From an optimization exercise on the open Yosys and OpenROAD flow, aimed at small area, a short achievable clock period and few clock cycles per item; shortcuts taken in it are not production practice. Only simulation tests tie the RTL to the original design; equivalence was not proved. Power and IR drop assume default switching activity.

$ cat flow/run.sh
#!/bin/bash
# Standard ORFS layout, but with port buffers of a plain buffer cell and
# resizing free to change a cell's footprint.
set -euo pipefail
cd "$(dirname "$0")/.."
bash standard.sh MATCH_CELL_FOOTPRINT=0 "BUFFER_PORTS_ARGS=-buffer_cell sky130_fd_sc_hd__buf_2" finish > standard_flow.log 2>&1
$ cat standard.sh
#!/bin/bash
# synth_recipe.tcl (not shown) runs the flow's synth.tcl, then flattens the netlist and writes it again
# the make line also repeats each setting of config.mk as NAME=value (left out here)
make -C /OpenROAD-flow-scripts/flow DESIGN_CONFIG=/design/flow/config.mk WORK_HOME=/design/flow/orfs CLKGATE_MAP_FILE= SYNTH_SCRIPT=/design/flow/synth_recipe.tcl "${@:-finish}"
$ cat config.mk
export PLATFORM = sky130hd
export DESIGN_NAME = top
export DESIGN_NICKNAME = top
export VERILOG_FILES = /design/flow/design.v
export SDC_FILE = /design/flow/constraint.sdc
export NUM_CORES = 4
export LEC_CHECK = 0
export CAP_MARGIN = 20
export CORE_MARGIN = 2
export CORE_UTILIZATION = 30
export SETUP_SLACK_MARGIN = 1.0
export SLEW_MARGIN = 20
$ cat constraint.sdc
create_clock -name core_clock -period 3.5 [get_ports {clock}]
set_input_delay 0.7000 -clock core_clock [delete_from_list [all_inputs] [get_ports {clock}]]
set_output_delay 0.7000 -clock core_clock [all_outputs]
set_load 0.01 [all_outputs]
$ cat design.v
`timescale 1ns / 1 ps
module WordRom ( 
    f0, f1, f2, f3, f4,
    w0, w1, w2, w3, w4, w5, w6, w7, w8, w9, w10, w11, w12, w13, w14, w15,
    w16, w17, w18, w19, w20, w21, w22, w23, w24, w25, w26, w27, w28, w29,
    w30, w31  );
  input  f0, f1, f2, f3, f4;
  output w0, w1, w2, w3, w4, w5, w6, w7, w8, w9, w10, w11, w12, w13, w14, w15,
    w16, w17, w18, w19, w20, w21, w22, w23, w24, w25, w26, w27, w28, w29,
    w30, w31;
  wire new_n39, new_n40, new_n41, new_n42, new_n43, new_n44, new_n45,
    new_n46, new_n47, new_n48, new_n50, new_n51, new_n52, new_n53, new_n54,
    new_n56, new_n57, new_n58, new_n59, new_n60, new_n61, new_n62, new_n63,
    new_n64, new_n66, new_n67, new_n68, new_n69, new_n70, new_n72, new_n73,
    new_n74, new_n77, new_n78, new_n79, new_n81, new_n82, new_n83, new_n84,
    new_n86, new_n87, new_n88, new_n89, new_n90, new_n91, new_n92, new_n93,
    new_n94, new_n96, new_n97, new_n98, new_n99, new_n100, new_n101,
    new_n103, new_n104, new_n106, new_n108, new_n109, new_n111, new_n112,
    new_n113, new_n115, new_n117, new_n118, new_n120, new_n122, new_n125;
  assign new_n39 = f0 & f1;
  assign new_n40 = f3 & ~f4;
  assign new_n41 = ~f0 & ~f1;
  assign new_n42 = ~f3 & new_n41;
  assign new_n43 = f4 & new_n42;
  assign new_n44 = ~new_n40 & ~new_n43;
  assign new_n45 = f0 & ~f4;
  assign new_n46 = new_n44 & ~new_n45;
  assign new_n47 = ~f1 & f2;
  assign new_n48 = ~new_n39 & ~new_n47;
  assign w0 = ~new_n46 & new_n48;
  assign new_n50 = f1 & ~f4;
  assign new_n51 = ~f1 & f4;
  assign new_n52 = ~new_n50 & ~new_n51;
  assign new_n53 = ~f2 & ~f3;
  assign new_n54 = ~f0 & new_n53;
  assign w1 = ~new_n52 & new_n54;
  assign new_n56 = ~f1 & ~f3;
  assign new_n57 = f1 & f3;
  assign new_n58 = ~f0 & new_n57;
  assign new_n59 = ~f4 & ~new_n56;
  assign new_n60 = ~new_n58 & new_n59;
  assign new_n61 = ~f0 & f2;
  assign new_n62 = ~f4 & new_n61;
  assign new_n63 = ~f2 & new_n43;
  assign new_n64 = ~new_n60 & ~new_n62;
  assign w2 = new_n63 | ~new_n64;
  assign new_n66 = f2 & ~f3;
  assign new_n67 = f0 & ~new_n66;
  assign new_n68 = ~f4 & ~new_n41;
  assign new_n69 = f1 & f2;
  assign new_n70 = ~new_n67 & ~new_n69;
  assign w3 = new_n68 & new_n70;
  assign new_n72 = ~f3 & new_n62;
  assign new_n73 = ~f2 & f3;
  assign new_n74 = f1 & new_n45;
  assign w12 = new_n73 & new_n74;
  assign w4 = new_n72 | w12;
  assign new_n77 = ~f2 & new_n41;
  assign new_n78 = ~f3 & new_n77;
  assign new_n79 = ~f4 & ~new_n78;
  assign w5 = new_n63 | new_n79;
  assign new_n81 = ~f0 & ~new_n57;
  assign new_n82 = ~f2 & ~new_n81;
  assign new_n83 = ~f4 & ~new_n42;
  assign new_n84 = ~new_n82 & new_n83;
  assign w8 = new_n63 | new_n84;
  assign new_n86 = f0 & f3;
  assign new_n87 = new_n69 & new_n86;
  assign new_n88 = f2 & ~new_n41;
  assign new_n89 = ~f2 & ~new_n39;
  assign new_n90 = ~f3 & ~new_n88;
  assign new_n91 = ~new_n89 & new_n90;
  assign new_n92 = ~new_n87 & ~new_n91;
  assign new_n93 = f4 & ~new_n92;
  assign new_n94 = ~new_n43 & new_n92;
  assign w9 = ~new_n93 & ~new_n94;
  assign new_n96 = ~f3 & ~new_n39;
  assign new_n97 = ~f4 & ~new_n96;
  assign new_n98 = f4 & new_n53;
  assign new_n99 = f2 & ~f4;
  assign new_n100 = ~new_n98 & ~new_n99;
  assign new_n101 = new_n41 & ~new_n100;
  assign w10 = new_n97 | new_n101;
  assign new_n103 = ~f2 & new_n56;
  assign new_n104 = ~f4 & ~new_n103;
  assign w13 = new_n63 | new_n104;
  assign new_n106 = ~f4 & ~new_n89;
  assign w16 = ~new_n88 & new_n106;
  assign new_n108 = ~new_n44 & new_n89;
  assign new_n109 = f2 & new_n68;
  assign w17 = new_n108 | new_n109;
  assign new_n111 = ~new_n39 & new_n88;
  assign new_n112 = new_n39 & ~new_n66;
  assign new_n113 = new_n97 & ~new_n112;
  assign w18 = ~new_n111 & new_n113;
  assign new_n115 = ~new_n39 & new_n73;
  assign w19 = new_n68 & new_n115;
  assign new_n117 = f2 & new_n40;
  assign new_n118 = ~new_n41 & new_n117;
  assign w20 = new_n63 | new_n118;
  assign new_n120 = ~new_n97 & ~new_n99;
  assign w21 = new_n63 | ~new_n120;
  assign new_n122 = f3 & new_n106;
  assign w25 = new_n63 | new_n122;
  assign w26 = new_n63 | new_n117;
  assign new_n125 = new_n40 & ~new_n77;
  assign w29 = new_n63 | new_n125;
  assign w7 = 1'b0;
  assign w15 = 1'b0;
  assign w23 = 1'b0;
  assign w27 = 1'b0;
  assign w28 = 1'b0;
  assign w31 = 1'b0;
  assign w6 = w5;
  assign w11 = w9;
  assign w14 = w13;
  assign w22 = w21;
  assign w24 = w19;
  assign w30 = w29;
endmodule
`timescale 1ns / 1 ps
module Match (clock, reset, DataIn, Go_flag, Found, Ready);
input clock;
input reset;
input [7:0] DataIn;
input Go_flag;
output [31:0] Found;
output Ready;
reg [4:0] state;
reg [4:0] fcode;
wire [4:0] nstate;
wire [4:0] nfcode;
assign Ready = 1'b1;
NextState ns (.s0(state[0]), .s1(state[1]), .s2(state[2]), .s3(state[3]), .s4(state[4]), .d0(DataIn[0]), .d1(DataIn[1]), .d2(DataIn[2]), .d3(DataIn[3]), .d4(DataIn[4]), .d5(DataIn[5]), .d6(DataIn[6]), .d7(DataIn[7]), .ns0(nstate[0]), .ns1(nstate[1]), .ns2(nstate[2]), .ns3(nstate[3]), .ns4(nstate[4]), .nf0(nfcode[0]), .nf1(nfcode[1]), .nf2(nfcode[2]), .nf3(nfcode[3]), .nf4(nfcode[4]));
always @(posedge clock) begin
  if (reset) state <= 5'd0;
  else if (Go_flag) state <= nstate;
  fcode <= nfcode;
end
WordRom rom (.f0(fcode[0]), .f1(fcode[1]), .f2(fcode[2]), .f3(fcode[3]), .f4(fcode[4]), .w0(Found[0]), .w1(Found[1]), .w2(Found[2]), .w3(Found[3]), .w4(Found[4]), .w5(Found[5]), .w6(Found[6]), .w7(Found[7]), .w8(Found[8]), .w9(Found[9]), .w10(Found[10]), .w11(Found[11]), .w12(Found[12]), .w13(Found[13]), .w14(Found[14]), .w15(Found[15]), .w16(Found[16]), .w17(Found[17]), .w18(Found[18]), .w19(Found[19]), .w20(Found[20]), .w21(Found[21]), .w22(Found[22]), .w23(Found[23]), .w24(Found[24]), .w25(Found[25]), .w26(Found[26]), .w27(Found[27]), .w28(Found[28]), .w29(Found[29]), .w30(Found[30]), .w31(Found[31]));
endmodule
`timescale 1ns / 1 ps
module NextState ( 
    s0, s1, s2, s3, s4, d0, d1, d2, d3, d4, d5, d6, d7,
    ns0, ns1, ns2, ns3, ns4, nf0, nf1, nf2, nf3, nf4  );
  input  s0, s1, s2, s3, s4, d0, d1, d2, d3, d4, d5, d6, d7;
  output ns0, ns1, ns2, ns3, ns4, nf0, nf1, nf2, nf3, nf4;
  wire new_n24, new_n25, new_n26, new_n27, new_n28, new_n29, new_n30,
    new_n31, new_n32, new_n33, new_n34, new_n35, new_n36, new_n37, new_n38,
    new_n39, new_n40, new_n41, new_n42, new_n43, new_n44, new_n45, new_n46,
    new_n47, new_n48, new_n49, new_n50, new_n51, new_n52, new_n53, new_n54,
    new_n55, new_n56, new_n57, new_n58, new_n59, new_n60, new_n61, new_n62,
    new_n63, new_n64, new_n65, new_n66, new_n67, new_n68, new_n69, new_n70,
    new_n71, new_n72, new_n73, new_n74, new_n75, new_n76, new_n77, new_n78,
    new_n79, new_n80, new_n81, new_n82, new_n83, new_n84, new_n85, new_n86,
    new_n87, new_n88, new_n89, new_n90, new_n91, new_n92, new_n93, new_n94,
    new_n96, new_n97, new_n98, new_n99, new_n100, new_n101, new_n102,
    new_n103, new_n104, new_n105, new_n106, new_n107, new_n108, new_n109,
    new_n110, new_n111, new_n112, new_n113, new_n115, new_n116, new_n117,
    new_n118, new_n119, new_n120, new_n121, new_n123, new_n124, new_n125,
    new_n126, new_n127, new_n128, new_n129, new_n130, new_n131, new_n132,
    new_n133, new_n134, new_n135, new_n136, new_n138, new_n139, new_n140,
    new_n141, new_n142, new_n143, new_n144, new_n145, new_n146, new_n147,
    new_n148, new_n149, new_n151, new_n152, new_n153, new_n154, new_n155,
    new_n156, new_n157, new_n158, new_n159, new_n160, new_n161, new_n162,
    new_n163, new_n164, new_n165, new_n166, new_n167, new_n168, new_n169,
    new_n170, new_n171, new_n172, new_n173, new_n174, new_n175, new_n176,
    new_n177, new_n178, new_n179, new_n180, new_n181, new_n183, new_n184,
    new_n185, new_n186, new_n187, new_n188, new_n189, new_n190, new_n191,
    new_n192, new_n193, new_n194, new_n195, new_n196, new_n197, new_n198,
    new_n199, new_n201, new_n202, new_n203, new_n204, new_n205, new_n206,
    new_n207, new_n208, new_n209, new_n210, new_n211, new_n212, new_n214,
    new_n215, new_n216, new_n217, new_n218, new_n219, new_n220, new_n221,
    new_n222, new_n223, new_n224, new_n225, new_n226, new_n228, new_n229;
  assign new_n24 = ~s1 & ~s2;
  assign new_n25 = s3 & ~s4;
  assign new_n26 = ~new_n24 & new_n25;
  assign new_n27 = ~d1 & ~d3;
  assign new_n28 = ~d4 & new_n27;
  assign new_n29 = d5 & d6;
  assign new_n30 = ~d7 & new_n29;
  assign new_n31 = d0 & new_n28;
  assign new_n32 = new_n30 & new_n31;
  assign new_n33 = ~d2 & new_n32;
  assign new_n34 = s0 & ~s4;
  assign new_n35 = s3 & ~new_n34;
  assign new_n36 = s0 & ~s2;
  assign new_n37 = ~s0 & s2;
  assign new_n38 = ~new_n36 & ~new_n37;
  assign new_n39 = ~s1 & ~new_n35;
  assign new_n40 = ~new_n38 & new_n39;
  assign new_n41 = d3 & ~new_n40;
  assign new_n42 = d2 & ~d7;
  assign new_n43 = new_n29 & new_n42;
  assign new_n44 = d1 & ~d4;
  assign new_n45 = ~d0 & new_n44;
  assign new_n46 = new_n43 & new_n45;
  assign new_n47 = ~new_n41 & new_n46;
  assign new_n48 = ~new_n33 & ~new_n47;
  assign new_n49 = ~s0 & ~s3;
  assign new_n50 = s1 & new_n49;
  assign new_n51 = new_n33 & new_n50;
  assign new_n52 = ~new_n26 & ~new_n51;
  assign new_n53 = ~new_n48 & new_n52;
  assign new_n54 = s1 & new_n36;
  assign new_n55 = d1 & ~d3;
  assign new_n56 = new_n30 & new_n55;
  assign new_n57 = ~s3 & ~d0;
  assign new_n58 = ~d2 & d4;
  assign new_n59 = new_n57 & new_n58;
  assign new_n60 = new_n54 & new_n59;
  assign new_n61 = new_n56 & new_n60;
  assign new_n62 = s0 & ~s3;
  assign new_n63 = s1 & s2;
  assign new_n64 = new_n44 & new_n63;
  assign new_n65 = new_n43 & new_n64;
  assign new_n66 = s4 & d0;
  assign new_n67 = d3 & new_n66;
  assign new_n68 = new_n62 & new_n67;
  assign new_n69 = new_n65 & new_n68;
  assign new_n70 = ~d1 & ~d2;
  assign new_n71 = ~d4 & new_n70;
  assign new_n72 = ~d0 & ~d3;
  assign new_n73 = ~d5 & ~d6;
  assign new_n74 = ~d7 & new_n73;
  assign new_n75 = new_n72 & new_n74;
  assign new_n76 = new_n71 & new_n75;
  assign new_n77 = s0 & new_n63;
  assign new_n78 = ~s0 & new_n24;
  assign new_n79 = ~new_n77 & ~new_n78;
  assign new_n80 = ~s4 & ~new_n79;
  assign new_n81 = ~new_n26 & new_n76;
  assign new_n82 = ~new_n80 & new_n81;
  assign new_n83 = ~new_n69 & ~new_n82;
  assign new_n84 = new_n49 & new_n63;
  assign new_n85 = new_n32 & new_n84;
  assign new_n86 = ~d0 & new_n27;
  assign new_n87 = new_n43 & new_n86;
  assign new_n88 = d4 & new_n87;
  assign new_n89 = ~s1 & s2;
  assign new_n90 = ~s3 & new_n89;
  assign new_n91 = new_n88 & new_n90;
  assign new_n92 = ~new_n61 & ~new_n85;
  assign new_n93 = ~new_n91 & new_n92;
  assign new_n94 = new_n83 & new_n93;
  assign ns0 = new_n53 | ~new_n94;
  assign new_n96 = d2 & new_n32;
  assign new_n97 = s2 & ~s4;
  assign new_n98 = s1 & new_n62;
  assign new_n99 = ~new_n97 & new_n98;
  assign new_n100 = new_n96 & new_n99;
  assign new_n101 = ~new_n61 & ~new_n100;
  assign new_n102 = new_n83 & new_n101;
  assign new_n103 = d3 & new_n30;
  assign new_n104 = new_n71 & new_n103;
  assign new_n105 = ~s1 & new_n104;
  assign new_n106 = new_n37 & new_n57;
  assign new_n107 = new_n105 & new_n106;
  assign new_n108 = ~s0 & new_n91;
  assign new_n109 = ~d0 & ~d4;
  assign new_n110 = ~new_n26 & new_n109;
  assign new_n111 = new_n56 & new_n110;
  assign new_n112 = ~new_n107 & ~new_n111;
  assign new_n113 = ~new_n108 & new_n112;
  assign ns1 = ~new_n102 | ~new_n113;
  assign new_n115 = ~s2 & new_n51;
  assign new_n116 = d3 & new_n46;
  assign new_n117 = new_n40 & new_n116;
  assign new_n118 = new_n28 & new_n43;
  assign new_n119 = new_n84 & new_n118;
  assign new_n120 = ~new_n117 & ~new_n119;
  assign new_n121 = ~new_n115 & new_n120;
  assign ns2 = ~new_n102 | ~new_n121;
  assign new_n123 = ~new_n91 & ~new_n107;
  assign new_n124 = new_n62 & new_n89;
  assign new_n125 = new_n87 & new_n124;
  assign new_n126 = ~s4 & new_n78;
  assign new_n127 = new_n33 & new_n126;
  assign new_n128 = ~new_n34 & ~new_n96;
  assign new_n129 = new_n34 & ~new_n76;
  assign new_n130 = ~s3 & new_n63;
  assign new_n131 = ~new_n129 & new_n130;
  assign new_n132 = ~new_n128 & new_n131;
  assign new_n133 = ~new_n69 & ~new_n119;
  assign new_n134 = ~new_n125 & new_n133;
  assign new_n135 = ~new_n127 & new_n134;
  assign new_n136 = new_n123 & new_n135;
  assign ns3 = new_n132 | ~new_n136;
  assign new_n138 = new_n54 & new_n96;
  assign new_n139 = ~s1 & new_n36;
  assign new_n140 = new_n116 & new_n139;
  assign new_n141 = new_n38 & ~new_n89;
  assign new_n142 = new_n33 & new_n141;
  assign new_n143 = new_n56 & new_n109;
  assign new_n144 = ~new_n79 & new_n143;
  assign new_n145 = ~new_n140 & ~new_n144;
  assign new_n146 = ~new_n138 & new_n145;
  assign new_n147 = ~new_n142 & new_n146;
  assign new_n148 = ~s4 & ~new_n147;
  assign new_n149 = ~new_n26 & ~new_n76;
  assign ns4 = ~new_n148 & new_n149;
  assign new_n151 = ~s4 & new_n49;
  assign new_n152 = new_n33 & new_n151;
  assign new_n153 = ~d4 & new_n87;
  assign new_n154 = ~s4 & new_n153;
  assign new_n155 = new_n62 & new_n154;
  assign new_n156 = ~new_n152 & ~new_n155;
  assign new_n157 = ~s1 & ~new_n156;
  assign new_n158 = d0 & new_n105;
  assign new_n159 = s3 & s4;
  assign new_n160 = ~s0 & new_n159;
  assign new_n161 = ~new_n63 & new_n160;
  assign new_n162 = ~new_n158 & new_n161;
  assign new_n163 = new_n139 & ~new_n159;
  assign new_n164 = ~new_n116 & new_n163;
  assign new_n165 = s1 & ~s2;
  assign new_n166 = new_n159 & new_n165;
  assign new_n167 = new_n88 & new_n166;
  assign new_n168 = s1 & new_n159;
  assign new_n169 = ~new_n151 & ~new_n168;
  assign new_n170 = s2 & ~new_n169;
  assign new_n171 = new_n153 & new_n170;
  assign new_n172 = s4 & ~new_n109;
  assign new_n173 = ~s3 & ~new_n88;
  assign new_n174 = ~new_n116 & new_n173;
  assign new_n175 = ~new_n172 & ~new_n174;
  assign new_n176 = ~s0 & new_n89;
  assign new_n177 = ~new_n175 & new_n176;
  assign new_n178 = ~new_n164 & ~new_n167;
  assign new_n179 = ~new_n171 & new_n178;
  assign new_n180 = ~new_n162 & new_n179;
  assign new_n181 = ~new_n157 & new_n180;
  assign nf0 = new_n177 | ~new_n181;
  assign new_n183 = s3 & new_n140;
  assign new_n184 = ~new_n108 & ~new_n183;
  assign new_n185 = ~s4 & ~new_n184;
  assign new_n186 = ~s4 & ~d4;
  assign new_n187 = new_n87 & ~new_n186;
  assign new_n188 = new_n124 & ~new_n187;
  assign new_n189 = new_n84 & new_n154;
  assign new_n190 = s2 & ~new_n153;
  assign new_n191 = s0 & new_n168;
  assign new_n192 = ~new_n190 & new_n191;
  assign new_n193 = ~s2 & new_n96;
  assign new_n194 = s1 & ~new_n96;
  assign new_n195 = new_n160 & ~new_n193;
  assign new_n196 = ~new_n194 & new_n195;
  assign new_n197 = ~new_n188 & ~new_n189;
  assign new_n198 = ~new_n192 & new_n197;
  assign new_n199 = ~new_n185 & new_n198;
  assign nf1 = new_n196 | ~new_n199;
  assign new_n201 = ~s4 & ~new_n123;
  assign new_n202 = new_n63 & ~new_n118;
  assign new_n203 = ~new_n24 & new_n160;
  assign new_n204 = ~new_n202 & new_n203;
  assign new_n205 = s0 & new_n159;
  assign new_n206 = new_n153 & new_n205;
  assign new_n207 = s1 & new_n87;
  assign new_n208 = new_n36 & new_n159;
  assign new_n209 = ~new_n207 & new_n208;
  assign new_n210 = ~new_n204 & ~new_n206;
  assign new_n211 = ~new_n209 & new_n210;
  assign new_n212 = ~new_n189 & new_n211;
  assign nf2 = new_n201 | ~new_n212;
  assign new_n214 = new_n63 & new_n118;
  assign new_n215 = ~new_n104 & ~new_n118;
  assign new_n216 = d0 & new_n24;
  assign new_n217 = ~new_n215 & new_n216;
  assign new_n218 = ~new_n214 & ~new_n217;
  assign new_n219 = new_n160 & ~new_n218;
  assign new_n220 = new_n96 & new_n151;
  assign new_n221 = ~new_n206 & ~new_n220;
  assign new_n222 = new_n63 & ~new_n221;
  assign new_n223 = new_n88 & new_n165;
  assign new_n224 = ~new_n89 & ~new_n223;
  assign new_n225 = new_n205 & ~new_n224;
  assign new_n226 = ~new_n219 & ~new_n225;
  assign nf3 = new_n222 | ~new_n226;
  assign new_n228 = d0 & ~d3;
  assign new_n229 = new_n205 & new_n228;
  assign nf4 = new_n65 & new_n229;
endmodule
`timescale 1ns / 1 ps
module top(clock, reset, DataIn, Go_flag, Found, Ready);
input clock;
input reset;
input [7:0] DataIn;
input Go_flag;
output [31:0] Found;
output Ready;
Match Match_DUT(.clock(clock), .reset(reset), .DataIn(DataIn), .Go_flag(Go_flag), .Found(Found), .Ready(Ready));
endmodule
==> results of run 1 <==
[registers in the layout (all words and copies together), names as in the netlist]
| register | cells |
|---|---|
| Match_DUT.fcode | 5 |
| Match_DUT.state | 5 |
[layer usage]
metal  track usage (%)  vias to the layer above  wire length (µm)
met2              22.7                      115              2180
met3              2.64                       19               453
met5                 0                        -                 0
li1                  -                      943                 -
met1              18.8                      896              2100
met4              5.00                        0               157
[worst max-delay path, stage by stage, from the launching register on]
cell and delay [ns]:
dfxtp_2 0.51, clkinv_1 0.33, ha_1 0.43, a211o_1 0.30, a2111oi_0 0.44, nor3_1 0.09, a211oi_1 0.20
[cells by family (layout without fill, tap and decap cells)]
family                     Yosys count  after routing  synth area share (%)
buffers and inverters               59             46                  19.7
AOI/OAI and AO/OA                   61             61                  21.8
muxes                                4              4                  2.19
other                                2              7                 0.411
xor gates and xnor gates             4              4                  1.92
and+or+nand+nor                    132            132                  41.7
DFF                                 10             10                  11.0
adders and majority gates            2              2                  1.37
[where the power goes]
part	internal, mW	total (mW)	switching, mW
Clock	0.0750	0.116	0.0414
Combinational	0.0431	0.111	0.0683
Sequential	0.120	0.143	0.0230
Total	0.238	0.371	0.133
[area by class of cell]
class | instances | area, µm²
fill | 640 | 4080
inverter | 6 | 22.5
tap | 75 | 93.8
multi-input combinational | 210 | 1290
timing repair buffer | 37 | 188
clock buffer | 3 | 41.3
sequential | 10 | 205
[stage by stage]
stage | utilization [%] | area [µm²] | instances
6_report | 31.1 | 1840 | 341
5_1_grt | 31.1 | 1840 | 341
4_1_cts | 31.0 | 1830 | 341
3_5_place_dp | 30.2 | 1790 | 338
3_3_place_gp | 30.2 | 1790 | 338
2_1_floorplan | - | 1850 | 279
[cell usage after synthesis (3+ instances only)]
library cell   n  area (µm²)
mux2i_1        4        40.0
nand4b_1       4        35.0
and4_1         3        26.3
clkbuf_1       9        33.8
nor2_1        32         120
nand4_1        5        31.3
a311oi_1       3        26.3
buf_1          4        15.0
a211oi_1       4        30.0
nand3b_1       4        30.0
and3_1         3        18.8
nor3b_1        4        30.0
inv_1          5        18.8
o21ai_0       19        95.1
o21a_1         3        22.5
nor3_1        16        80.1
nor4_1         7        43.8
buf_2          6        30.0
nand2b_1       4        25.0
dfxtp_1       10         200
buf_4         33         248
a21oi_1       11        55.1
nand3_1        9        45.0
nor2b_1       12        75.1
nand2_1       18        67.6
[what timing repair did]
item	4_1_cts	5_1_grt
resized for setup	1	4
endpoints found under the hold margin	0	0
setup endpoints to repair	1	15
[how the worst max path moves through the flow]
stage,start,endpoint,slack (ns),cells after the start
finish,Match_DUT.state[0],Match_DUT.state[0],1.11,6
global placement,Match_DUT.state[0],Match_DUT.state[0],0.96,6
global route,Match_DUT.fcode[3],Found[11],1.00,5
floorplan,Match_DUT.fcode[2],Found[29],1.50,5
detailed placement,Match_DUT.state[0],Match_DUT.state[0],0.94,6
CTS,Match_DUT.fcode[2],Found[9],1.02,5
==> flow_metrics.tcl, run 1 <==
set metrics [dict create \
    io-pin-count 44 \
    chipHeight_um 82.1 \
    layout_commonest_cell "buf_2" \
    finalSetupViolations 0 \
    layout-area-overhead-vs-synth_pct 0.616 \
    crit_reg_reg_endpoint "Match_DUT.state[0]" \
    routabilityCongestion 0.929 \
    synthCells 274 \
    cts_made_buffers 3 \
    period_needed_ns 2.39 \
    synth-seq-area-share_pct 11.0 \
    ys_ff_latch 10 \
    yosys_warnings 1 \
    maximum_number_of_pins_on_one_net_before_global_route_repair 23 \
    total_power_uw 371 \
    antenna_cells 0 \
    num_vias 1973 \
    whs_ns 0.636 \
    max_slew_margin_pct 51.0 \
    global_route_wire_length_before_repair_mm 7.67 \
    hold_buffers 0 \
    first_global_vias 1603 \
    std_cell_rows 28 \
    clkSlewWorstSetupHoldPaths_ns 0.05 \
    worst_ir_drop_on_vdd_v 0.000139 \
    drc_errors 0 \
    hold_path_depth 2 \
    gr-usage-all-layers_pct 14.2 \
    min-delay-start "Match_DUT.state[0]" \
    clk_root_buffer_cell "clkbuf_8" \
    synth_edf_count 0 \
    syn-cell-area_um2 1830 \
    worst_setup_path_start_kind "register" \
    place.port_buffers 36 \
    die_extent_in_x_um 82.1 \
    layout_common_cells "36 x buf_2, 32 x nor2_1, 19 x o21ai_0" \
    pd_cells_nw_per_um2 202 \
    achievable-frequency_mhz 418 \
    critPathArrivalTime_ns 2.54 \
    worst-path-max-fanout 17 \
    fin_worst_skew_ns 0.00530 \
    finalNetCount 281 \
    wire_per_inst_um 14.3 \
    grt_setup_unrepaired "false" \
    hold_path.class "reg2reg" \
    max_slew.worst_pin.slew_ns 0.734 \
    end_kind "register" \
    route.antenna.remaining_nets 0 \
    starting_density_of_the_core_pct 30.9 \
    regToRegStartpoint "Match_DUT.state[0]" \
    r2r_cells 6 \
    post_synth_num_cell_types 57 \
    synth_area_per_cell_um2 6.67 \
    final-hold-violation-count 0 \
    clockBufferDepth 2 \
    timing.setup.tns_ns 0 \
    worstSetupPathType "reg2reg" \
    cts_max_level 1 \
    timing.final.crit_share_pct 68.3 \
    drive_gt1_share_pct 18.8 \
    cts_setup_buffers 0 \
    dp_worst_setup_slack_ns 0.938 \
    detail_route.iter0.violations 106 \
    grt_antenna_before_repair 0 \
    routed_wl_mm 4.89 \
    synth-main-ff-cell "dfxtp_1" \
    endpoint_of_the_worst_hold_timing_path "Match_DUT.state[0]" \
    async_flop_share_pct 0 \
    status "finished clean" \
    floorplan.core_area_um2 5920 \
    slew_violations 0 \
    tritoncts_clock_tree "yes" \
    total_leakage_power_nw 0.732 \
    regToRegSetupSlack_ns 1.11 \
    place.detailed.hpwl_mm 3.57 \
    clock-sinks 10 \
    insertion_delay_ns 0.24 \
    postLayoutSetupSlackWorst_ns 1.11 \
    drv.max_cap_violation_count 0 \
    worst-endpoint-required_ns 3.65 \
    die_area_um2 6730 \
    drt-vias-per-instance 5.79 \
    first_pass_iters 5 \
    overflow 0 \
]
Testbench counts, summed over its fixed seeds: cycles 3,208, chars 3,200.
==> run 2: changes to the inputs <==
--- a/config.mk
+++ b/config.mk
@@ -10,3 +10,3 @@
 export CORE_UTILIZATION = 30
-export SETUP_SLACK_MARGIN = 1.0
+export SETUP_SLACK_MARGIN = 1.4
 export SLEW_MARGIN = 20
==> flow_metrics.tcl, run 2 <==
set metrics [dict create \
    timing.setup.tns_ns 0 \
    synthCells 274 \
    post-synth-top-count-cell "buf_4" \
    end_kind "output port" \
    total_power_uw 384 \
    layout-area-overhead-vs-synth_pct 12.7 \
    worstSetupPathType "reg2out" \
    crit_end "Found[9]" \
    pd_cells_nw_per_um2 186 \
    num_vias 2044 \
    total_leakage_power_nw 0.844 \
    layout_common_cells "35 x buf_2, 30 x nor2_1, 19 x buf_4" \
    whs_ns 0.613 \
    reg.largest.list "Match_DUT.fcode x5, Match_DUT.state x5" \
    synth_area_per_cell_um2 6.67 \
    post_synth_num_cell_types 57 \
    synth_commonest_cells "33 x buf_4, 32 x nor2_1, 19 x o21ai_0, 18 x nand2_1, 16 x nor3_1" \
    regToRegStartpoint "Match_DUT.state[2]" \
    period_needed_ns 2.07 \
    routed_wl_mm 5.20 \
    power_frac_comb_pct 34.0 \
    chipHeight_um 82.1 \
    io-pin-count 44 \
    route.antenna.remaining_nets 0 \
    place.port_buffers 36 \
    synth_area_leader_cell "buf_4" \
    min-delay-start "Match_DUT.state[2]" \
    antenna_cells 0 \
    slew_violations 0 \
    timing.critical_path.slowest_cell_delay_ns 0.38 \
    status "finished clean" \
    seqPwrFrac_pct 35.9 \
    layout_commonest_cell "buf_2" \
    hold_buffers 0 \
    drc_errors 0 \
    first_global_vias 1660 \
    worst-path-max-fanout 12 \
    maximum_number_of_pins_on_one_net_before_global_route_repair 23 \
    hold_path.class "reg2reg" \
    insertion_delay_ns 0.24 \
    ys_ff_latch 10 \
    syn-cell-area_um2 1830 \
    die_extent_in_x_um 82.1 \
    synth_edf_count 0 \
    r2r_cells 5 \
    regToRegSetupSlack_ns 1.57 \
    async_flop_share_pct 0 \
    timing.final.crit_share_pct 59.1 \
    grt_setup_unrepaired "true" \
    worst-endpoint-required_ns 2.80 \
    total_switching_power_uw 137 \
    swShare_pct 35.8 \
    cts_max_level 1 \
    detail_route.iter0.violations 93 \
    cts_made_buffers 3 \
    die_area_um2 6730 \
    clock-sinks 10 \
    setup_crit_start "Match_DUT.fcode[2]" \
    critical_path_buf_inv_count 1 \
    clkSlewWorstSetupHoldPaths_ns 0.05 \
    floorplan.core_area_um2 5920 \
    clkPwrFrac_pct 30.1 \
    worst_setup_path_start_kind "register" \
    worst_ir_drop_on_vdd_v 0.000155 \
    synth-main-ff-cell "dfxtp_1" \
    critPathArrivalTime_ns 1.37 \
    clockBufferDepth 2 \
    global_route_wire_length_before_repair_mm 7.87 \
    fin_worst_skew_ns 0.00626 \
    drv.max_cap_violation_count 0 \
    yosys_warnings 1 \
    crit_reg_reg_endpoint "Match_DUT.state[0]" \
    drive_gt1_share_pct 29.4 \
    drt-vias-per-instance 5.66 \
    routabilityCongestion 0.929 \
    worst_path_max_delay_cell "dfxtp_4" \
    fillerInstances 617 \
    std_cell_rows 28 \
    starting_density_of_the_core_pct 30.9 \
    critical-path-top-delay-family "flip-flops" \
    clk_root_buffer_cell "clkbuf_8" \
    worst-path-stages 5 \
    grt_antenna_before_repair 0 \
    synth_top_area_share_pct 13.6 \
    power_report.internal_total_uw 246 \
    finalSetupViolations 0 \
    synth-seq-area-share_pct 11.0 \
    place.detailed.hpwl_mm 3.57 \
    final-hold-violation-count 0 \
    wire_per_inst_um 14.4 \
    cp_cell_sequence "nor2b_2, nor3_2, a21oi_1, o21ai_1, buf_2" \
    first_pass_iters 4 \
    synth_area_leaders "buf_4 14%, dfxtp_1 11%, nor2_1 6.6%" \
    finalNetCount 301 \
    gr-usage-all-layers_pct 14.5 \
    hold_path_depth 2 \
    achievable-frequency_mhz 484 \
    overflow 0 \
    tritoncts_clock_tree "yes" \
]
-- run 2: what timing repair did --
action                                  CTS  global route
buffers inserted                          7            12
gates cloned                              1             0
gates resized for setup                  19            14
endpoints found under the setup margin   30            24
pin swaps                                 0             2
-- run 2: how the worst min path moves through the flow --
stage               slack [ns]                 end
floorplan                 0.60  Match_DUT.fcode[1]
CTS                       0.61  Match_DUT.state[0]
global placement          0.69  Match_DUT.state[2]
detailed placement        0.70  Match_DUT.state[2]
global route              0.68  Match_DUT.state[3]
finish                    0.61  Match_DUT.state[2]
-- run 2: logic make-up after synthesis --
group	Yosys count	synth area share [%]
AND/OR/NAND/NOR	132	41.7
other	2	0.411
multiplexers	4	2.19
buffers and inverters	59	19.7
AO/OA/AOI/OAI	61	21.8
XOR/XNOR	4	1.92
adder cells (fa/ha/maj)	2	1.37
flip-flops	10	11.0
-- run 2: per-layer routing --
metal / wire length [µm] / GRT usage, %
met1: 2300 / 19.0
met2: 2400 / 23.9
met3: 367 / 2.64
met4: 135 / 5.00
met5: 0 / 0
-- run 2: stage by stage --
stage / area (µm²) / std cells / setup WS (ns) / util (%)
finish: 2060 / 361 / 1.43 / 34.8
global route: 2060 / 361 / 1.33 / 34.8
CTS: 1930 / 349 / 1.40 / 32.7
detailed placement: 1790 / 338 / 0.938 / 30.2
global placement: 1790 / 338 / 0.958 / 30.2
floorplan: 1850 / 279 / 1.50 / -
-- run 2: power by group through the flow --
stage,sequential (mW),combinational [mW],clock (mW)
finish,0.138,0.131,0.115
global route,0.139,0.144,0.124
CTS,0.141,0.112,0.119
detailed placement,0.144,0.109,0
global placement,0.144,0.108,0
floorplan,0.126,0.111,0
-- run 2: final cells by class --
| class | instances | area, µm² | share of cell area [%] |
|---|---|---|---|
| Timing Repair Buffer | 56 | 337 | 16.3 |
| Inverter | 6 | 26.3 | 1.28 |
| Sequential cell | 10 | 225 | 10.9 |
| Multi-Input combinational cell | 211 | 1340 | 64.9 |
| Tap cell | 75 | 93.8 | 4.56 |
| Clock buffer | 3 | 41.3 | 2.00 |
-- run 2: worst reg2reg max path, cell delays in order (launching register included) --
cell and delay [ns]:
dfxtp_2 0.48, ha_1 0.33, a211o_1 0.30, a2111oi_0 0.44, nor3_1 0.10, a211oi_1 0.20
==> run 3: changes to the inputs <==
--- a/config.mk
+++ b/config.mk
@@ -10,3 +10,3 @@
 export CORE_UTILIZATION = 30
-export SETUP_SLACK_MARGIN = 1.4
+export SETUP_SLACK_MARGIN = 1.2
 export SLEW_MARGIN = 20
==> flow_metrics.tcl, run 3 <==
set metrics [dict create \
    status "finished clean" \
    fin_worst_skew_ns 0.00542 \
    grt_antenna_before_repair 0 \
    die_area_um2 6730 \
    global_route_wire_length_before_repair_mm 7.67 \
    fillerInstances 637 \
    ys_ff_latch 10 \
    layout_common_cells "36 x buf_2, 31 x nor2_1, 19 x o21ai_0" \
    routed_wl_mm 4.90 \
    synth_commonest_cells "33 x buf_4, 32 x nor2_1, 19 x o21ai_0, 18 x nand2_1, 16 x nor3_1" \
    first_global_vias 1609 \
    finalSetupViolations 0 \
    slew_violations 0 \
    clockBufferDepth 2 \
    synth-seq-area-share_pct 11.0 \
    max_slew.worst_pin.slew_ns 0.740 \
    post-synth-top-count-cell "buf_4" \
    cts_setup_buffers 0 \
    place.port_buffers 36 \
    cts_made_buffers 3 \
    antenna_cells 0 \
    end_kind "register" \
    worst-endpoint-required_ns 3.65 \
    synth-main-ff-cell "dfxtp_1" \
    overflow 0 \
    post_synth_num_cell_types 57 \
    yosys_warnings 1 \
    detail_route.iter0.violations 106 \
    timing.final.crit_share_pct 63.6 \
    whs_ns 0.607 \
    drv.max_cap_violation_count 0 \
    period_needed_ns 2.22 \
    hold_path.class "reg2reg" \
    drive_gt1_share_pct 20.7 \
    synth_area_per_cell_um2 6.67 \
    pd_cells_nw_per_um2 197 \
    synth_top_area_share_pct 13.6 \
    tritoncts_clock_tree "yes" \
    layout-area-overhead-vs-synth_pct 2.46 \
    first_pass_iters 4 \
    gr-usage-all-layers_pct 14.2 \
    syn-cell-area_um2 1830 \
    reg.largest.list "Match_DUT.fcode x5, Match_DUT.state x5" \
    io-pin-count 44 \
    worstSetupPathType "reg2reg" \
    synthCells 274 \
    total_leakage_power_nw 0.736 \
    routabilityCongestion 0.929 \
    worst_ir_drop_on_vdd_v 0.000137 \
    max_slew_margin_pct 50.6 \
    drt-vias-per-instance 5.76 \
    drc_errors 0 \
    layout_commonest_cell "buf_2" \
    final-hold-violation-count 0 \
    synth_area_leader_cell "buf_4" \
    grt_setup_unrepaired "false" \
    starting_density_of_the_core_pct 30.9 \
    clk_root_buffer_cell "clkbuf_8" \
    async_flop_share_pct 0 \
    chipHeight_um 82.1 \
    maximum_number_of_pins_on_one_net_before_global_route_repair 23 \
    achievable-frequency_mhz 449 \
    worst_setup_path_start_kind "register" \
    std_cell_rows 28 \
    worst-path-max-fanout 17 \
    cts_max_level 1 \
    wire_per_inst_um 14.4 \
    num_vias 1963 \
    timing.setup.tns_ns 0 \
    finalNetCount 281 \
    clkSlewWorstSetupHoldPaths_ns 0.05 \
    clock-sinks 10 \
    place.detailed.hpwl_mm 3.57 \
    route.antenna.remaining_nets 0 \
    hold_buffers 0 \
    synth_area_leaders "buf_4 14%, dfxtp_1 11%, nor2_1 6.6%" \
    floorplan.core_area_um2 5920 \
    die_extent_in_x_um 82.1 \
    insertion_delay_ns 0.24 \
    synth_edf_count 0 \
    critPathArrivalTime_ns 2.37 \
]
run 3: logic make-up (layout without fill, tap and decap cells):
kind of cell             after synthesis  in the layout  share of synthesized area, %
AO/OA/AOI/OAI                         61             61                          21.8
flip-flops                            10             10                          11.0
XOR/XNOR                               4              4                          1.92
buffers and inverters                 59             46                          19.7
AND/OR/NAND/NOR                      132            132                          41.7
adder cells (fa/ha/maj)                2              2                          1.37
multiplexers                           4              4                          2.19
other                                  2              7                         0.411
run 3: path summary, 6_finish.rpt:
kind | slack [ns] | start | end | cells past startpoint
worst min register to register | 0.61 | Match_DUT.state[0] | Match_DUT.state[0] | 2
worst max-delay path | 1.28 | Match_DUT.state[0] | Match_DUT.state[0] | 6
worst max register to register | 1.28 | Match_DUT.state[0] | Match_DUT.state[0] | 6
worst min-delay path | 0.61 | Match_DUT.state[0] | Match_DUT.state[0] | 2
run 3: cell type report:
cell class                 instances  area, µm²  share of cell area (%)
timing repair buffer              37        188                    10.0
tap                               75       93.8                    5.01
multi-input combinational        210       1310                    69.7
sequential                        10        219                    11.7
clock buffer                       3       41.3                    2.20
inverter                           6       26.3                    1.40
run 3: timing repair:
action,4_1_cts,5_1_grt
resized for setup,7,9
setup endpoints to repair,22,8
pin swaps,0,0
run 3: where the power goes:
group | internal (mW) | switching (mW) | leakage [nW]
logic | 0.0436 | 0.0684 | 0.628
clock network | 0.0750 | 0.0414 | 0.0216
registers | 0.118 | 0.0237 | 0.0856
total | 0.236 | 0.133 | 0.736
run 3: through the flow:
stage | setup slack [ns] | util [%] | area, µm² | std cells | total power, mW
floorplan | 1.50 | - | 1850 | 279 | 0.237
global placement | 0.958 | 30.2 | 1790 | 338 | 0.252
detailed placement | 0.938 | 30.2 | 1790 | 338 | 0.253
CTS | 1.16 | 31.2 | 1850 | 341 | 0.372
global route | 1.21 | 31.6 | 1870 | 341 | 0.392
finish | 1.28 | 31.6 | 1870 | 341 | 0.370
run 3: critical path, stage by stage (launching register included):
cell and delay [ns]:
dfxtp_4 0.46, clkinvlp_4 0.23, ha_1 0.39, a211o_1 0.30, a2111oi_0 0.45, nor3_1 0.10
a211oi_1 0.20
run 3: metal layers:
| metal | track usage (%) | part of all wire, % | up-vias |
|---|---|---|---|
| met5 | 0 | 0 | - |
| met4 | 5.00 | 2.7 | 0 |
| met3 | 2.64 | 8.4 | 17 |
| met2 | 22.8 | 45 | 105 |
| met1 | 18.8 | 44 | 888 |
| li1 | - | - | 953 |
==> run 4: changes to the inputs <==
==> flow/run.sh (replaced) <==
#!/bin/bash
# Standard ORFS layout, except: port buffers of a plain buffer cell, resizing
# free to change a cell's footprint, and no half/full-adder cell extraction in
# synthesis (the design has no arithmetic; the extracted cells are slow).
set -euo pipefail
cd "$(dirname "$0")/.."
bash standard.sh MATCH_CELL_FOOTPRINT=0 "BUFFER_PORTS_ARGS=-buffer_cell sky130_fd_sc_hd__buf_2" ADDER_MAP_FILE= finish > standard_flow.log 2>&1
--- a/config.mk
+++ b/config.mk
@@ -10,3 +10,3 @@
 export CORE_UTILIZATION = 30
-export SETUP_SLACK_MARGIN = 1.2
+export SETUP_SLACK_MARGIN = 1.4
 export SLEW_MARGIN = 20
==> flow_metrics.tcl, run 4 <==
set metrics [dict create \
    detail_route.iter0.violations 144 \
    insertion_delay_ns 0.24 \
    num_vias 2094 \
    worst-path-stages 6 \
    multiInputGateArea_um2 1450 \
    clock-sinks 10 \
    crit_reg_reg_endpoint "Match_DUT.state[0]" \
    timing.critical_path.slowest_cell_delay_ns 0.52 \
    drv.max_cap_violation_count 0 \
    first_pass_iters 5 \
    synth_area_leaders "buf_4 13%, dfxtp_1 11%, nor2_1 7.3%" \
    max_slew_margin_pct 66.1 \
    worst-endpoint-required_ns 3.63 \
    post-synth-top-count-cell "nor2_1" \
    synth_top_area_share_pct 13.1 \
    end_kind "register" \
    yosys_warnings 1 \
    period_needed_ns 2.12 \
    routabilityCongestion 0.913 \
    layout_common_cells "35 x buf_2, 34 x nor2_1, 17 x nand2_1" \
    slew_violations 0 \
    hold_path.class "reg2reg" \
    max_slew.worst_pin.slew_ns 0.508 \
    clockBufferDepth 2 \
    synth_commonest_cells "37 x nor2_1, 33 x buf_4, 19 x clkbuf_1, 19 x nand2_1, 19 x o21ai_0" \
    synthCells 285 \
    worst_ir_drop_on_vdd_v 0.000109 \
    timing.final.crit_share_pct 60.6 \
    maximum_number_of_pins_on_one_net_before_global_route_repair 29 \
    cp_cell_sequence "buf_2, nand4bb_4, or3_1, o31ai_1, a221oi_1, o21a_1" \
    critical_path_buf_inv_count 1 \
    power_frac_comb_pct 31.6 \
    regToRegStartpoint "Match_DUT.state[2]" \
    wire_per_inst_um 15.3 \
    power_report.internal_total_uw 274 \
    cts_made_buffers 3 \
    critPathArrivalTime_ns 2.25 \
    routed_wl_mm 5.48 \
    finalInstanceArea_um2 2140 \
    r2r_cells 5 \
    layout-area-overhead-vs-synth_pct 13.1 \
    antenna_cells 0 \
    seqPwrFrac_pct 33.7 \
    timing.setup.tns_ns 0 \
    worstSetupPathType "in2reg" \
    synth_area_per_cell_um2 6.65 \
    worst_path_max_delay_cell "or3_1" \
    clkSlewWorstSetupHoldPaths_ns 0.05 \
    dpl_cell_area_um2 1830 \
    finalSetupViolations 0 \
    fin_worst_skew_ns 0.00505 \
    syn-cell-area_um2 1900 \
    overflow 0 \
    drc_errors 0 \
    async_flop_share_pct 0 \
    status "finished clean" \
    place.detailed.hpwl_mm 3.61 \
    synth-seq-area-share_pct 10.6 \
    total_leakage_power_nw 0.833 \
    cts_max_level 1 \
    drive_gt1_share_pct 32.4 \
    register_area_um2 228 \
    synth-main-ff-cell "dfxtp_1" \
    clk_root_buffer_cell "clkbuf_8" \
    fillerInstances 644 \
    clkPwrFrac_pct 34.7 \
    worst_setup_path_start_kind "input pin" \
    hold_buffers 0 \
    ys_ff_latch 10 \
    synth_edf_count 0 \
    swShare_pct 35.1 \
    pd_cells_nw_per_um2 196 \
    postLayoutSetupSlackWorst_ns 1.38 \
    grt_setup_unrepaired "true" \
    hold_path_depth 2 \
    critical-path-top-delay-family "simple AND/OR/NAND/NOR gates" \
    min-delay-start "Match_DUT.state[1]" \
    floorplan.core_area_um2 6030 \
    regToRegSetupSlack_ns 1.49 \
    dp_worst_setup_slack_ns 1.15 \
    chipHeight_um 83.5 \
    global_route_wire_length_before_repair_mm 8.39 \
    achievable-frequency_mhz 472 \
    drt-vias-per-instance 5.83 \
    die_area_um2 6970 \
    final-hold-violation-count 0 \
    die_extent_in_x_um 83.5 \
    io-pin-count 44 \
    first_global_vias 1726 \
    grt_antenna_before_repair 0 \
    starting_density_of_the_core_pct 31.5 \
    synth_area_leader_cell "buf_4" \
    reg.largest.list "Match_DUT.fcode x5, Match_DUT.state x5" \
    layout_commonest_cell "buf_2" \
    finalNetCount 296 \
    tritoncts_clock_tree "yes" \
    worst-path-max-fanout 10 \
    total_switching_power_uw 148 \
    gr-usage-all-layers_pct 14.0 \
    std_cell_rows 28 \
    route.antenna.remaining_nets 0 \
    endpoint_of_the_worst_hold_timing_path "Match_DUT.state[1]" \
    place.port_buffers 36 \
    post_synth_num_cell_types 59 \
]
## run 4: what timing repair did
action / in CTS / in global routing
gates resized for setup: 20 / 38
endpoints found under the setup margin: 30 / 25
pin swaps: 2 / 6
setup buffers: 7 / 7
## run 4: kinds of logic after synthesis
kind of cell           count (synthesis)  share of synthesized area [%]
AO/OA/AOI/OAI                         71                           25.8
XOR/XNOR                               4                           1.85
buffers and inverters                 64                           20.2
flip-flops                            10                           10.6
multiplexers                           4                           2.11
other                                  2                          0.396
AND/OR/NAND/NOR                      130                           39.1
## run 4: how the worst max path moves through the flow
stage | slack, ns | from | endpoint
detailed placement | 1.15 | DataIn[4] | Match_DUT.fcode[0]
floorplan | 1.38 | DataIn[1] | Match_DUT.state[1]
finish | 1.38 | DataIn[1] | Match_DUT.state[4]
global placement | 1.11 | DataIn[4] | Match_DUT.fcode[0]
global route | 1.33 | Match_DUT.fcode[0] | Found[11]
CTS | 1.39 | Match_DUT.fcode[0] | Found[8]
## run 4: power by group through the flow
stage          combinational [mW]  clock, mW  sequential, mW
3_3_place_gp                0.107          0           0.148
6_report                    0.133      0.146           0.142
5_1_grt                     0.146      0.157           0.144
3_5_place_dp                0.106          0           0.147
2_1_floorplan               0.117          0           0.124
4_1_cts                     0.114      0.149           0.142
## run 4: layer usage
metal  up-vias  GRT usage (%)  routed length (µm)
met2       117           22.8                2550
met4         0           2.64                 116
li1       1006              -                   -
met1       956           19.0                2330
met5         -              0                   0
met3        15           3.46                 478
## run 4: area by class of cell
type | instances | share of cell area, %
sequential | 10 | 10.6
clock buffer | 4 | 2.57
timing repair buffer | 50 | 13.9
multi-input combinational | 216 | 67.6
inverter | 4 | 0.875
tap | 75 | 4.38
## run 4: through the flow
step                      total power, mW  util (%)  hold slack, ns  cells
after detailed placement            0.253      30.3           0.740    341
after CTS                           0.405      32.9           0.622    352
after floorplan                     0.242         -           0.571    290
after global routing                0.447      35.6           0.629    359
after global placement              0.255      30.3           0.731    341
final                               0.421      35.6           0.598    359
## run 4: worst min-delay path, delay by kind of cell, from the launching register on
family             cells  cell delay [ns]
and+or+nand+nor        1             0.10
DFF                    1             0.41
AOI/OAI and AO/OA      1             0.05
==> run 5: changes to the inputs <==
--- a/config.mk
+++ b/config.mk
@@ -9,4 +9,4 @@
 export CORE_MARGIN = 2
-export CORE_UTILIZATION = 30
-export SETUP_SLACK_MARGIN = 1.4
+export CORE_UTILIZATION = 55
+export SETUP_SLACK_MARGIN = 1.2
 export SLEW_MARGIN = 20
==> flow_metrics.tcl, run 5 <==
set metrics [dict create \
    async_flop_share_pct 0 \
    clockBufferDepth 2 \
    layout_common_cells "36 x buf_2, 35 x nor2_1, 19 x nand2_1, 19 x o21ai_0, 14 x a21oi_1" \
    whs_ns 0.654 \
    layout_commonest_cell "buf_2" \
    place.detailed.hpwl_mm 3.54 \
    starting_density_of_the_core_pct 57.3 \
    tritoncts_clock_tree "yes" \
    drv.max_cap_violation_count 0 \
    hold_buffers 0 \
    first_global_vias 1751 \
    slew_violations 0 \
    die_extent_in_x_um 62.7 \
    place.port_buffers 36 \
    cp_cell_sequence "nor2b_2, nor3_1, a21oi_1, o21ai_0, buf_2" \
    synth_area_per_cell_um2 6.65 \
    clkSlewWorstSetupHoldPaths_ns 0.07 \
    timing.final.crit_share_pct 62.3 \
    synth_edf_count 0 \
    critical_path_buf_inv_count 1 \
    status "finished clean" \
    cts_max_level 1 \
    layout-area-overhead-vs-synth_pct 0.330 \
    die_area_um2 3930 \
    synth-seq-area-share_pct 10.6 \
    yosys_warnings 1 \
    routabilityCongestion 0.917 \
    global_route_wire_length_before_repair_mm 8.26 \
    drive_gt1_share_pct 22.9 \
    detail_route.iter0.violations 163 \
    route.antenna.remaining_nets 0 \
    grt_antenna_before_repair 0 \
    fin_worst_skew_ns 0.00227 \
    worst_path_max_delay_cell "dfxtp_4" \
    gr-usage-all-layers_pct 25.0 \
    wire_per_inst_um 15.6 \
    maximum_number_of_pins_on_one_net_before_global_route_repair 29 \
    worst-endpoint-required_ns 2.80 \
    drc_errors 0 \
    worst_setup_path_start_kind "register" \
    worstSetupPathType "reg2out" \
    synth_top_area_share_pct 13.1 \
    io-pin-count 44 \
    std_cell_rows 21 \
    total_leakage_power_nw 0.747 \
    synthCells 285 \
    post-synth-top-count-cell "nor2_1" \
    finalNetCount 287 \
    synth_area_leader_cell "buf_4" \
    insertion_delay_ns 0.28 \
    clk_root_buffer_cell "clkbuf_4" \
    final-hold-violation-count 0 \
    achievable-frequency_mhz 458 \
    end_kind "output port" \
    syn-cell-area_um2 1900 \
    num_vias 2050 \
    chipHeight_um 62.7 \
    synth_commonest_cells "37 x nor2_1, 33 x buf_4, 19 x clkbuf_1, 19 x nand2_1, 19 x o21ai_0" \
    first_pass_iters 7 \
    reg.largest.list "Match_DUT.fcode x5, Match_DUT.state x5" \
    antenna_cells 0 \
    grt_setup_unrepaired "false" \
    hold_path.class "reg2reg" \
    cts_made_buffers 3 \
    max_slew.worst_pin.slew_ns 0.847 \
    period_needed_ns 2.18 \
    ys_ff_latch 10 \
    synth-main-ff-cell "dfxtp_1" \
    critical-path-top-delay-family "flip-flops" \
    drt-vias-per-instance 6.39 \
    timing.critical_path.slowest_cell_delay_ns 0.42 \
    worst-path-max-fanout 22 \
    floorplan.core_area_um2 3310 \
    max_slew_margin_pct 43.5 \
    timing.setup.tns_ns 0 \
    clock-sinks 10 \
    routed_wl_mm 5.00 \
    finalSetupViolations 0 \
    pd_cells_nw_per_um2 194 \
    critPathArrivalTime_ns 1.48 \
    synth_area_leaders "buf_4 13%, dfxtp_1 11%, nor2_1 7.3%" \
    post_synth_num_cell_types 59 \
    worst_ir_drop_on_vdd_v 0.0000817 \
    overflow 0 \
]
==> run 5: cell counts after synthesis <==
Identical to the previous run, type by type.
==> run 5: power by group <==
part | total [mW] | internal, mW | switching [mW]
clock network | 0.111 | 0.0634 | 0.0474
logic | 0.113 | 0.0477 | 0.0656
registers | 0.144 | 0.117 | 0.0268
==> run 5: layout make-up <==
| class | instances | area (µm²) |
|---|---|---|
| inverters | 4 | 15.0 |
| repair buffers | 41 | 218 |
| multi-input cells | 216 | 1360 |
| fillers | 355 | 1410 |
| well taps | 46 | 57.6 |
| clock buffers | 4 | 36.3 |
| flip-flops and latches | 10 | 219 |
==> run 5: per-stage QoR <==
| step | power [mW] | util, % | cell area (µm²) | worst slack (ns) | std cells |
|---|---|---|---|---|---|
| global route | 0.387 | 57.4 | 1900 | 1.20 | 321 |
| global placement | 0.254 | 53.9 | 1780 | 1.10 | 312 |
| finish | 0.368 | 57.4 | 1900 | 1.32 | 321 |
| CTS | 0.359 | 55.3 | 1830 | 1.21 | 316 |
| detailed placement | 0.253 | 53.9 | 1780 | 1.08 | 312 |
| floorplan | 0.241 | - | 1910 | 1.34 | 290 |
==> run 5: logic make-up (layout without fill, tap and decap cells) <==
kind of cell	count (synthesis)	after routing	synth area share [%]
AND/OR/NAND/NOR	130	130	39.1
AO/OA/AOI/OAI	71	71	25.8
buffers and inverters	64	49	20.2
flip-flops	10	10	10.6
XOR/XNOR	4	4	1.85
multiplexers	4	4	2.11
other	2	7	0.396
==> run 5: metal layers <==
layer	GRT usage, %	vias up	part of all wire, %
li1	-	988	-
met1	31.1	926	41
met2	44.1	111	49
met3	1.26	25	5.9
met4	11.4	0	3.7
met5	0	-	0
==> run 5: final timing paths <==
kind                       from            endpoint  slack, ns  cells after the start
min reg2reg  Match_DUT.state[1]  Match_DUT.state[1]       0.65                      2
max          Match_DUT.fcode[2]            Found[9]       1.32                      5
min          Match_DUT.state[1]  Match_DUT.state[1]       0.65                      2
max reg2reg  Match_DUT.state[3]  Match_DUT.state[0]       1.43                      5
==> run 5: worst min-delay path, stage by stage (launching register included) <==
cell	delay [ns]
dfxtp_2	0.43
nor2_1	0.13
a311oi_1	0.05
==> run 5: timing repair <==
item	4_1_cts	5_1_grt
cloned	0	0
setup endpoints to repair	20	19
gates resized for setup	6	11
buffers inserted	0	5
==> run 6: changes to the inputs <==
--- a/config.mk
+++ b/config.mk
@@ -9,3 +9,4 @@
 export CORE_MARGIN = 2
-export CORE_UTILIZATION = 55
+export CORE_UTILIZATION = 30
+export GPL_TIMING_DRIVEN = 1
 export SETUP_SLACK_MARGIN = 1.2
==> flow_metrics.tcl, run 6 <==
set metrics [dict create \
    synth-seq-area-share_pct 10.6 \
    detail_route.iter0.violations 117 \
    antenna_cells 0 \
    timing.critical_path.slowest_cell_delay_ns 0.47 \
    timing.final.crit_share_pct 61.7 \
    ys_ff_latch 10 \
    finalNetCount 282 \
    layout_common_cells "36 x nor2_1, 36 x buf_2, 19 x nand2_1" \
    worst-endpoint-required_ns 2.80 \
    status "finished clean" \
    worst_ir_drop_on_vdd_v 0.000150 \
    io-pin-count 44 \
    final-hold-violation-count 0 \
    critPathArrivalTime_ns 1.46 \
    routabilityCongestion 0.915 \
    muxShareOfSynthArea_pct 2.11 \
    synth_top_family_by_area "simple AND/OR/NAND/NOR gates" \
    floorplan.core_area_um2 6030 \
    starting_density_of_the_core_pct 31.5 \
    postLayoutSetupSlackWorst_ns 1.34 \
    tritoncts_clock_tree "yes" \
    clockBufferDepth 2 \
    synthCells 285 \
    cts_max_level 1 \
    drc_errors 0 \
    routed_wl_mm 4.88 \
    synth-main-ff-cell "dfxtp_1" \
    chipHeight_um 83.5 \
    synth_commonest_cells "37 x nor2_1, 33 x buf_4, 19 x clkbuf_1, 19 x nand2_1, 19 x o21ai_0" \
    achievable-frequency_mhz 463 \
    synth_top_area_share_pct 13.1 \
    place.port_buffers 36 \
    overflow 0 \
    critical-path-top-delay-family "flip-flops" \
    cts_made_buffers 3 \
    power_report.internal_total_uw 262 \
    grt_setup_unrepaired "false" \
    wire_per_inst_um 14.1 \
    cp_cell_sequence "nor2b_1, nor3_1, a21oi_1, o21ai_1, buf_2" \
    finalSetupViolations 0 \
    total_leakage_power_nw 0.727 \
    worst-path-max-fanout 22 \
    synth_fa_ha_area_share_pct 0 \
    num_vias 1950 \
    total_switching_power_uw 136 \
    worst_path_max_delay_cell "dfxtp_4" \
    worst_setup_path_start_kind "register" \
    first_global_vias 1732 \
    route.antenna.remaining_nets 0 \
    end_kind "output port" \
    grt_antenna_before_repair 0 \
    finalInstanceArea_um2 1910 \
    std_cell_rows 28 \
    gr-usage-all-layers_pct 13.6 \
    seqPwrFrac_pct 36.4 \
    synthSimpleGateAreaFrac_pct 39.1 \
    syn-cell-area_um2 1900 \
    timing.setup.tns_ns 0 \
    post_synth_num_cell_types 59 \
    dp_cells 341 \
    pd_cells_nw_per_um2 208 \
    synth_edf_count 0 \
    dpl_cell_area_um2 1820 \
    max_slew.worst_pin.slew_ns 0.860 \
    layout-area-overhead-vs-synth_pct 0.924 \
    slew_violations 0 \
    global_route_wire_length_before_repair_mm 8.23 \
    clkPwrFrac_pct 36.4 \
    synth_area_leaders "buf_4 13%, dfxtp_1 11%, nor2_1 7.3%" \
    reg.largest.list "Match_DUT.fcode x5, Match_DUT.state x5" \
    worstSetupPathType "reg2out" \
    final_core_util_pct 31.7 \
    swShare_pct 34.2 \
    first_pass_iters 4 \
    maximum_number_of_pins_on_one_net_before_global_route_repair 29 \
    instances_no_fill 345 \
    power_frac_comb_pct 27.2 \
    fin_worst_skew_ns 0.00472 \
    drv.max_cap_violation_count 0 \
    die_area_um2 6970 \
    synth_compound_area_share_pct 25.8 \
    clkSlewWorstSetupHoldPaths_ns 0.05 \
    yosys_warnings 1 \
    post-synth-top-count-cell "nor2_1" \
    drt-vias-per-instance 5.65 \
    synth_area_leader_cell "buf_4" \
    drive_gt1_share_pct 21.1 \
    max_slew_margin_pct 42.6 \
    clock-sinks 10 \
    critical_path_buf_inv_count 1 \
    synth_area_per_cell_um2 6.65 \
    synthXorXnorAreaFrac_pct 1.85 \
    place.detailed.hpwl_mm 3.51 \
    dp_worst_setup_slack_ns 1.12 \
    hold_path.class "reg2reg" \
    period_needed_ns 2.16 \
    clk_root_buffer_cell "clkbuf_8" \
    die_extent_in_x_um 83.5 \
    insertion_delay_ns 0.24 \
    async_flop_share_pct 0 \
]
==> run 6: cell counts after synthesis <==
No cell type changed its count.
==> run 6: final timing paths <==
path | from | to | slack, ns | cells past startpoint
setup / recovery | Match_DUT.fcode[2] | Found[11] | 1.34 | 5
hold / removal | Match_DUT.state[1] | Match_DUT.state[1] | 0.64 | 2
setup reg to reg | Match_DUT.state[1] | Match_DUT.state[0] | 1.38 | 5
hold reg to reg | Match_DUT.state[1] | Match_DUT.state[1] | 0.64 | 2
==> run 6: area by class of cell <==
cell class,instances,area (µm²)
repair buffers,36,180
flip-flops and latches,10,219
well taps,75,93.8
fillers,675,4110
multi-input cells,216,1350
clock buffers,4,55.1
inverters,4,15.0
==> run 6: logic make-up after synthesis <==
family | Yosys count
XOR/XNOR | 4
other | 2
AO/OA/AOI/OAI | 71
AND/OR/NAND/NOR | 130
multiplexers | 4
buffers and inverters | 64
flip-flops | 10
==> run 6: stage by stage <==
stage | total power [mW] | hold WS [ns]
after floorplan | 0.241 | 0.571
final | 0.398 | 0.641
after global placement | 0.253 | 0.743
after global routing | 0.426 | 0.708
after detailed placement | 0.253 | 0.764
after CTS | 0.400 | 0.633
==> run 6: tightest hold or removal path: stages (launching register included) <==
cell      delay, ns
dfxtp_2        0.42
nor2_1         0.13
a311oi_1       0.06
==> run 6: routing by layer <==
metal / vias to the layer above / share of wire, % / track usage, %
li1: 970 / - / -
met4: 0 / 2.9 / 4.69
met3: 18 / 6.2 / 2.37
met5: - / 0 / 0
met1: 880 / 46 / 18.8
met2: 82 / 45 / 21.2
==> run 6: power groups by stage <==
stage               Combinational (mW)  Sequential [mW]  Clock (mW)
floorplan                        0.117            0.124           0
global placement                 0.105            0.148           0
detailed placement               0.105            0.148           0
CTS                              0.106            0.146       0.148
global route                     0.121            0.148       0.157
finish                           0.108            0.145       0.145
==> run 6: repair_timing <==
item / 4_1_cts / 5_1_grt
resized for setup: 8 / 8
setup endpoints to repair: 22 / 19
setup buffers: 0 / 0
hold buffers: 0 / 0
==> run 7: changes to the inputs <==
--- a/config.mk
+++ b/config.mk
@@ -10,3 +10,2 @@
 export CORE_UTILIZATION = 30
-export GPL_TIMING_DRIVEN = 1
 export SETUP_SLACK_MARGIN = 1.2
==> flow_metrics.tcl, run 7 <==
set metrics [dict create \
    place.port_buffers 36 \
    post_synth_num_cell_types 59 \
    gr-usage-all-layers_pct 13.6 \
    grt.met2_usage_pct 21.2 \
    finalNetCount 282 \
    synth_area_leaders "buf_4 13%, dfxtp_1 11%, nor2_1 7.3%" \
    routed_wl_mm 4.88 \
    regToRegStartpoint "Match_DUT.state[1]" \
    pd_cells_nw_per_um2 208 \
    clockBufferDepth 2 \
    layout_common_cells "36 x nor2_1, 36 x buf_2, 19 x nand2_1" \
    period_needed_ns 2.16 \
    cts_max_level 1 \
    grt-busiest-layer "met2" \
    final-hold-violation-count 0 \
    synth_commonest_cells "37 x nor2_1, 33 x buf_4, 19 x clkbuf_1, 19 x nand2_1, 19 x o21ai_0" \
    hold_buffers 0 \
    drt-vias-per-instance 5.65 \
    die_extent_in_x_um 83.5 \
    postLayoutSetupSlackWorst_ns 1.34 \
    synth-main-ff-cell "dfxtp_1" \
    overflow 0 \
    timing.final.crit_share_pct 61.7 \
    worst-path-max-fanout 22 \
    grt_setup_unrepaired "false" \
    hold_path.class "reg2reg" \
    die_area_um2 6970 \
    detail_route.iter0.violations 117 \
    min-delay-start "Match_DUT.state[1]" \
    worst_ir_drop_on_vdd_v 0.000150 \
    route.antenna.remaining_nets 0 \
    cts_setup_buffers 0 \
    dp_worst_setup_slack_ns 1.12 \
    status "finished clean" \
    setup_crit_start "Match_DUT.fcode[2]" \
    global_route.usage.met3_pct 2.37 \
    synth-seq-area-share_pct 10.6 \
    synth_area_per_cell_um2 6.65 \
    regToRegSetupSlack_ns 1.38 \
    first_pass_iters 4 \
    drive_gt1_share_pct 21.1 \
    routabilityCongestion 0.915 \
    floorplan.core_area_um2 6030 \
    reg.largest.list "Match_DUT.fcode x5, Match_DUT.state x5" \
    antenna_cells 0 \
    tritoncts_clock_tree "yes" \
    crit_end "Found[11]" \
    worst-endpoint-required_ns 2.80 \
    worst_setup_path_start_kind "register" \
    grt_antenna_before_repair 0 \
    clkSlewWorstSetupHoldPaths_ns 0.05 \
    drc_errors 0 \
    drv.max_cap_violation_count 0 \
    hold_path_depth 2 \
    worstSetupPathType "reg2out" \
    synth_area_leader_cell "buf_4" \
    wire_per_inst_um 14.1 \
    r2r_cells 5 \
    global_route_wire_length_before_repair_mm 8.23 \
    std_cell_rows 28 \
    achievable-frequency_mhz 463 \
    timing.setup.tns_ns 0 \
    ys_ff_latch 10 \
    io-pin-count 44 \
    yosys_warnings 1 \
    slew_violations 0 \
    clk_root_buffer_cell "clkbuf_8" \
    critPathArrivalTime_ns 1.46 \
    finalSetupViolations 0 \
    fin_worst_skew_ns 0.00472 \
    cts_made_buffers 3 \
    num_vias 1950 \
    total_leakage_power_nw 0.727 \
    chipHeight_um 83.5 \
    first_global_vias 1732 \
    clock-sinks 10 \
    place.detailed.hpwl_mm 3.51 \
    post-synth-top-count-cell "nor2_1" \
    insertion_delay_ns 0.24 \
    grtUsageMet1_pct 18.8 \
    starting_density_of_the_core_pct 31.5 \
    maximum_number_of_pins_on_one_net_before_global_route_repair 29 \
    synth_top_area_share_pct 13.1 \
    max_slew_margin_pct 42.6 \
    synth_edf_count 0 \
    end_kind "output port" \
    layout-area-overhead-vs-synth_pct 0.924 \
    async_flop_share_pct 0 \
    max_slew.worst_pin.slew_ns 0.860 \
    synthCells 285 \
    syn-cell-area_um2 1900 \
    crit_reg_reg_endpoint "Match_DUT.state[0]" \
]
run 7: cell counts after synthesis:
Identical to the previous run, type by type.
run 7: worst max-delay path, stage by stage (launching register included):
cell and delay [ns]:
dfxtp_4 0.47, nor2b_1 0.29, nor3_1 0.10, a21oi_1 0.12, o21ai_1 0.09, buf_2 0.16
run 7: worst min path at each step:
stage / end / slack [ns]
after floorplan: Match_DUT.fcode[4] / 0.57
after global placement: Match_DUT.state[1] / 0.74
after detailed placement: Match_DUT.state[1] / 0.76
after CTS: Match_DUT.state[1] / 0.63
after global routing: Match_DUT.state[1] / 0.71
final: Match_DUT.state[1] / 0.64
run 7: final cells by class:
type                       count  area [µm²]
sequential                    10         219
clock buffer                   4        55.1
inverter                       4        15.0
tap                           75        93.8
timing repair buffer          36         180
fill                         675        4110
multi-input combinational    216        1350
run 7: per-layer routing:
layer | vias up | wire (µm)
met1 | 880 | 2240
li1 | 970 | -
met4 | 0 | 142
met2 | 82 | 2190
met3 | 18 | 301
met5 | - | 0
run 7: where the power goes:
part           switching [mW]  leakage (nW)  internal, mW
combinational          0.0629         0.613        0.0452
clock                  0.0462        0.0288        0.0989
sequential             0.0270        0.0862         0.118
run 7: timing repair:
action | CTS | global route
pin swaps | 0 | 0
endpoints found under the setup margin | 22 | 19
gates resized for setup | 8 | 8
run 7: metrics by stage:
step | hold slack (ns) | util (%) | std cells | cell area, µm² | total power [mW]
floorplan | 0.571 | - | 290 | 1910 | 0.241
global placement | 0.743 | 30.2 | 341 | 1820 | 0.253
detailed placement | 0.764 | 30.2 | 341 | 1820 | 0.253
CTS | 0.633 | 31.3 | 345 | 1890 | 0.400
global route | 0.708 | 31.7 | 345 | 1910 | 0.426
finish | 0.641 | 31.7 | 345 | 1910 | 0.398
run 7: cells by family after synthesis:
group | count (synthesis) | synth area share (%)
AOI/OAI and AO/OA | 71 | 25.8
xor gates and xnor gates | 4 | 1.85
buffers and inverters | 64 | 20.2
DFF | 10 | 10.6
muxes | 4 | 2.11
other | 2 | 0.396
and+or+nand+nor | 130 | 39.1

re-timing with driven ports:
In the flow no input, the clock included, has a driving cell. The finished layouts below were timed again as built, in two steps.
Step 1: set_driving_cell puts a clkbuf_16 on clock and a buf_2 on each other input, an assumption about the parent block.
Step 2 also shifts input and output timing later by t, the mid clock arrival at the registers, as if the neighbouring blocks saw the same clock.
Three values: no drivers, after step 1, after step 2; two values: the first two.
run	t (ns)	setup WS [ns]
run 1	0.259	1.110 / 1.110 / 1.110
run 2	0.256	1.433 / 1.409 / 1.227
run 3	0.258	1.275 / 1.275 / 1.219
run 4	0.261	1.380 / 1.388 / 1.128
run 5	0.300	1.318 / 1.297 / 1.125
run 6	0.257	1.341 / 1.319 / 1.153
run 7	0.257	1.341 / 1.319 / 1.153
After both steps setup and hold are still met in every run listed.
